This design comes from an exercise in tuning for small area on the open sky130 flow, not from production work.
The RTL of this run was laid out without a check of its function.

File: config.mk
export PLATFORM = sky130hd
export DESIGN_NAME = MatrixMultiplier
export DESIGN_NICKNAME = MatrixMultiplier
export VERILOG_FILES = /design/flow/design.v
export SDC_FILE = /design/flow/constraint.sdc
export NUM_CORES = 4
export LEC_CHECK = 0
export CAP_MARGIN = 20
export CORE_MARGIN = 2
export CORE_UTILIZATION = 40
export SLEW_MARGIN = 20
File: constraint.sdc
create_clock -name core_clock -period 7.5 [get_ports {CLK}]
set_input_delay 1.5000 -clock core_clock [delete_from_list [all_inputs] [get_ports {CLK}]]
set_output_delay 1.5000 -clock core_clock [all_outputs]
set_load 0.01 [all_outputs]
File: design.v
module flip_flop
    #(
        parameter N = 16
    )(
        input  CLK,EN,NRST,
        input  [ N - 1 :0 ] in,
        output reg [ N - 1 : 0] out_reg
    );
        always@(posedge CLK or negedge NRST)
            if(!NRST) 
                out_reg <= 'b0;
            else if(EN)
                out_reg <= in  ;
            else
                out_reg <= out_reg;
endmodule
module MUL_sign 
#(
        parameter WIDTH = 16
)(
    input  signed  [ WIDTH   - 1 : 0 ] i_MUL_A,i_MUL_B,
    output signed  [ 2*WIDTH - 1 : 0 ] o_PRODUCT
);
    assign o_PRODUCT = i_MUL_A * i_MUL_B ;
endmodule
module Adder_sign#
    (
        parameter  WIDTH = 16
    )(
        input  signed [WIDTH -1 : 0 ] i_ADD_A,i_ADD_B,
        output signed [WIDTH -1 : 0 ] o_SUM
    );
    assign o_SUM =  i_ADD_A + i_ADD_B;
endmodule
module MatrixMultiplier
    #(
        parameter WIDTH = 16
    )(
        input                            NRST,CLK,START,
        input      signed [WIDTH - 1: 0] A,B,
        output     signed [2*WIDTH  : 0] OUT,
        output                           OUT_STROBE
    );
    localparam IDLE       = 4'b0000;
    localparam MUL_STAGE1 = 4'b0010;
    localparam MUL_STAGE2 = 4'b0100;
    localparam OUT_STAGE  = 4'b1000;
    reg [3:0] Current_State,Next_State;
    reg EN1,EN2,EN3 ;
    wire signed  [2*WIDTH - 1 : 0] MUL_PRODUCT ;
    wire signed  [2*WIDTH     : 0] SUM         ;
    wire  signed  [2*WIDTH - 1 : 0] MUL_PRODUCT_REG0,MUL_PRODUCT_REG1;
    reg out_valid ;
    reg out_strobe_q ;
    always@( posedge CLK or negedge NRST ) begin:Strobe_reg
        if(!NRST)
            out_strobe_q <= 1'b0 ;
        else
            out_strobe_q <= out_valid ;
    end
    assign OUT_STROBE = out_strobe_q;
    always@( posedge CLK or negedge NRST ) begin:State_transfer
        if(!NRST)
            Current_State <= IDLE ;
        else
            Current_State <= Next_State;
    end
    always @(*) begin:State_Comb
        case(Current_State)
        IDLE       : begin Next_State    = START ? MUL_STAGE1 : IDLE ;
            {EN1,EN2,EN3} = 3'b000 ;
            out_valid = 1'b0;
        end
        MUL_STAGE1 : begin Next_State    = MUL_STAGE2 ;
            {EN1,EN2,EN3} =  3'b100 ;
            out_valid = 1'b0;
        end
        MUL_STAGE2 :begin Next_State = OUT_STAGE ;
            {EN1,EN2,EN3} =  3'b110 ;
            out_valid = 1'b0;
        end
        OUT_STAGE  :begin Next_State = MUL_STAGE1 ;
            {EN1,EN2,EN3} =  3'b001 ;
            out_valid = 1'b1;
        end
        default    :begin Next_State = IDLE ;
            {EN1,EN2,EN3} =  3'b000 ;
            out_valid = 1'b0;
        end
        endcase
        end
    wire [ WIDTH   - 1 : 0 ] i_MUL_A;
    wire [ WIDTH   - 1 : 0 ] i_MUL_B;
    wire [ 2*WIDTH - 1 : 0 ] o_PRODUCT;
    assign {i_MUL_A,i_MUL_B} = {A,B};
    MUL_sign #(
        .WIDTH(WIDTH)
    )
    u_MUL_sign (
        .i_MUL_A  (i_MUL_A[WIDTH-1:0]),
        .i_MUL_B  (i_MUL_B[WIDTH-1:0]),
        .o_PRODUCT(o_PRODUCT[2*WIDTH-1:0])
    );
    assign MUL_PRODUCT = o_PRODUCT;
    localparam MUL_REG_N = 2*WIDTH;
    flip_flop #(
        .N(MUL_REG_N)
    )
    u_filp_flop_mulreg0 (
        .CLK    (CLK),
        .EN     (EN1),
        .NRST   (NRST),
        .in     (MUL_PRODUCT),
        .out_reg(MUL_PRODUCT_REG0)
    );
    flip_flop #(
        .N(MUL_REG_N)
    )
    u_filp_flop_mulreg1 (
        .CLK    (CLK),
        .EN     (EN2),
        .NRST   (NRST),
        .in     (MUL_PRODUCT_REG0),
        .out_reg(MUL_PRODUCT_REG1)
    );
    localparam ADD_WIDTH = 2*WIDTH + 1;
    Adder_sign #(
        .WIDTH(ADD_WIDTH)
    )
    u_Adder_sign (
        .i_ADD_A({MUL_PRODUCT_REG0[MUL_REG_N-1],MUL_PRODUCT_REG0}),
        .i_ADD_B({MUL_PRODUCT_REG1[MUL_REG_N-1],MUL_PRODUCT_REG1}),
        .o_SUM  (SUM)
    );
    flip_flop #(
        .N(ADD_WIDTH)
    )
    u_flip_flop (
        .CLK    (CLK),
        .EN     (EN3),
        .NRST   (NRST),
        .in     (SUM),
        .out_reg(OUT)
    );
endmodule
File: run.sh
#!/bin/bash
# synth_recipe.tcl (not shown) runs the flow's synth.tcl, then flattens the netlist and writes it again
# the make line also repeats each setting of config.mk as NAME=value (left out here)
make -C /OpenROAD-flow-scripts/flow DESIGN_CONFIG=/design/flow/config.mk WORK_HOME=/design/flow/orfs CLKGATE_MAP_FILE= SYNTH_SCRIPT=/design/flow/synth_recipe.tcl finish
==> impl_results.md <==
- Number of detailed-route iterations in the first pass: 6
- Most frequent cell on the critical path: fa_1
- Part of the cycle the worst path needs: 0.966
- Diodes inserted: 0
- Reg-to-reg critical path endpoint: u_flip_flop.out_reg[30]
- Number of antenna violations at the first check in global routing: 0
- Starting density of the core: 0.408
- Worst Path Arrival: approximately 7.5 ns
- Post-detailed-route wirelength per cell: between 15 and 20 µm
- Cell at the root of the clock tree: clkbuf_16
- Count of pins on the block boundary: around 70
- Outcome: finished clean
- Flip-flop and latch count after synthesis: 101
- Final-report max-slew violation count: 0
- Routed wire length: 33600 µm
- Slack of the worst reg-to-reg path: 4.71 ns
- Endpoint required time on the critical path: ~7.7 ns
- Worst hold path depth: 2
- Clock-pin slew of the registers on the worst-case setup and hold paths: about 0.070 ns
- Avg Cell Area, Syn: around 9.5 µm²
- Asr flop ratio synth: 1.00
- Measured slew at the worst slew-check pin: approximately 0.66 ns
- Filler cells: around 3600
- Placeable Area: ~37000 µm²
- Number of enable-type register cells in the synthesized netlist: 0
- Primary FF master, synth: dfrtp_1
- Grt ovf: 0
- Netlist area before placement: approximately 15000 µm²
- Most frequent cells in the layout: inv_1 (301), fa_1 (263), nand2_1 (199)
- CTS tree: done
- Top Family by Delay on Critical Path: adder cells
- Endpoints failing setup: 0
- Largest fanout on the critical path: 10
- Total of buffers placed on input and output ports: 68
- Number of buffers on the longest clock path: 2
- CTS buffer count: 9
- Worst hold path class: flip-flop to flip-flop
- GRT Resource Usage Total: 0.182
- Vias/cell: approximately 5
- Fraction of layout cells with a size suffix above 1: 0.0966
- Worst path slowest cell: fa_1
- Die outline area: between 30000 and 40000 µm²
- Unique masters post-synth: 65
- Global-route wire length before repair: 57600 µm
- Final core area utilization: 0.468
- Total area of multi-input combinational cells: between 10000 and 15000 µm²
- TritonCTS sink count: slightly above 100
- Worst slack at placement: -0.181 ns
- Crit path launch type: primary input
- Die width: a little under 200 µm
- Count of H-tree levels built during CTS: 3
- Die Height: approximately 200 µm
- Number of rows created at floorplan: 70
- Highest achievable clock rate: about 140 MHz
- Launch instance of the worst min-delay path: u_flip_flop.out_reg[0]
- Final critical path time including I/O delays and setup: just over 7 ns
- Start-to-end type of the worst setup path: primary input to flip-flop
- Hold worst-path end: u_flip_flop.out_reg[0]
- Worst slew margin relative to its limit: 0.562
- Clock latency at the later pin of the worst-skew pair: roughly 0.34 ns
- Seq/Total Area, Yosys: 0.168
- Critical path buffers and inverters: 6
- Area added between synthesis and finish: 14.5%
- Number of hold buffers added after CTS: 0
- DRC violation count after routing: 0
- Most common cell after layout, fill and taps aside: inv_1
- Final setup slack of the worst path: 0.258 ns
- Vias in the first global route: 11600
- Antenna-violating nets left: 0
- Storage cell area: roughly 2500 µm²
- Count of nets after finishing: 2126
- Flip-flop count of the largest register after layout: 33
- HPWL reported at the end of detailed placement: 28800 µm
- Number of instances in the synthesized netlist: roughly 1600
- Gp weighted congestion: 0.884
- Largest net degree at the start of global routing: approximately 70
- Worst setup skew after layout: just over 0.008 ns
- Path depth of the worst reg2reg path: 11
- Largest incremental delay on the critical path: between 0.5 and 0.6 ns
- Fin. Hold Viols: 0
- Syn Nets: between 2000 and 2500
- Max-capacitance violation count: 0
- Total via count after detailed routing: between 10000 and 15000
- Drt initial violations: slightly below 500
- Critical R2R Launch: u_filp_flop_mulreg0.out_reg[0]
- Number of warning messages in the yosys log: 3
- Worst path cell trace: clkdlybuf4s50_1 -> buf_12 -> nand2_1 -> fa_1 -> fa_1 -> fa_1 -> inv_1 -> fa_1 -> fa_1 -> inv_1 -> fa_1 -> inv_1 -> ha_1 -> a21o_1 -> a21o_1 -> a221oi_2 -> o211ai_1 -> buf_4 -> a211o_1 -> a21oi_1 -> xnor2_1 -> o21ai_1
- Category of the worst setup path capture point: flip-flop
==> cells in the mapped netlist, types with 16 or more instances <==
master,instances,area (µm²)
o21ai_0,59,295
nor2_1,48,180
clkbuf_1,48,180
a21oi_1,51,255
ha_1,114,1430
and2_1,130,813
inv_1,301,1130
fa_1,263,5270
xor2_1,19,166
mux2_2,32,360
a21o_1,22,165
dfrtp_1,101,2530
nand3_1,16,80.1
xnor2_1,31,272
nand2_1,200,751
==> metal layers <==
| metal | routed length [µm] | GRT usage | part of all wire |
|---|---|---|---|
| met5 | 0 | 0 | 0 |
| met4 | 376 | 0.0306 | 0.011 |
| met3 | 999 | 0.0192 | 0.030 |
| met2 | 15400 | 0.302 | 0.46 |
| met1 | 16800 | 0.261 | 0.50 |
==> logic make-up after synthesis <==
kind of cell | Yosys count | share of synthesized area
flops | 101 | 0.168
mux | 32 | 0.0240
simple gates | 452 | 0.148
xor+xnor | 50 | 0.0292
fa+ha+maj | 377 | 0.446
buf+inv | 354 | 0.0887
compound gates | 223 | 0.0967
==> worst register-to-register path: stages (launching register included) <==
cell and delay [ns]:
dfrtp_1 0.40, ha_1 0.24, inv_1 0.08, fa_1 0.20, nor2b_1 0.06, o31a_1 0.28, o31ai_1 0.23, nand2_1 0.25
a2111oi_2 0.50, o31ai_1 0.17, xnor2_1 0.16, o21ai_0 0.08
==> per-stage QoR <==
stage               hold WS, ns  instance area, µm²  TNS [ns]  cells
CTS                       0.481               17200         0   2185
floorplan                 0.441               15000         0   1589
finish                    0.472               17200         0   2187
global placement          0.460               16800    -0.160   2169
global route              0.508               17200    -0.209   2187
detailed placement        0.465               16800    -0.849   2169
==> worst max-delay path by stage <==
| stage | from | end | slack (ns) | depth (start not counted) |
|---|---|---|---|---|
| after floorplan | A[15] | u_filp_flop_mulreg0.out_reg[31] | 0.33 | 19 |
| after global placement | B[6] | u_filp_flop_mulreg0.out_reg[28] | -0.06 | 21 |
| after detailed placement | B[4] | u_filp_flop_mulreg0.out_reg[24] | -0.18 | 21 |
| after CTS | B[4] | u_filp_flop_mulreg0.out_reg[24] | 0.17 | 21 |
| after global routing | B[4] | u_filp_flop_mulreg0.out_reg[26] | -0.08 | 22 |
| final | B[1] | u_filp_flop_mulreg0.out_reg[22] | 0.26 | 22 |
==> layout make-up <==
cell class                      count  share of cell area
Tap cell                          468              0.0340
Multi-Input combinational cell   1134               0.650
Sequential cell                   101               0.147
Inverter                          302              0.0659
Timing Repair Buffer              166              0.0844
Clock inverter                      6             0.00502
Clock buffer                       10              0.0133
==> repair_timing <==
action	4_1_cts	5_1_grt
buffers inserted	0	2
gates resized for setup	0	9
endpoints found under the setup margin	0	7

## separate check: timing with driven ports
In the flow no input, the clock included, has a driving cell. The finished layout below was timed again as built, in two steps. Step 1 sets driving cells, clkbuf_16 on the clock port and buf_2 on the other inputs (assumed; they add their load-dependent delay and slew). Step 2 also shifts input and output timing later by t, the mid clock arrival at the registers, as if the neighbouring blocks saw the same clock. Slacks: ideal ports / drivers / drivers and shift; pairs: ideal ports / drivers.
shift t [ns]: 0.383
setup WS [ns]: 0.258 / 0.276 / -0.107
hold slack, ns: 0.472 / 0.472 / 0.472
worst register clock-pin slew, ns: 0.07 / 0.07
worst data-port slew with drivers (ns): 0.05
With both steps, setup timing fails in this run, where it was met with ideal ports. For this run, drivers alone change the setup slack by +0.018 ns; drivers and shift together by -0.365 ns.
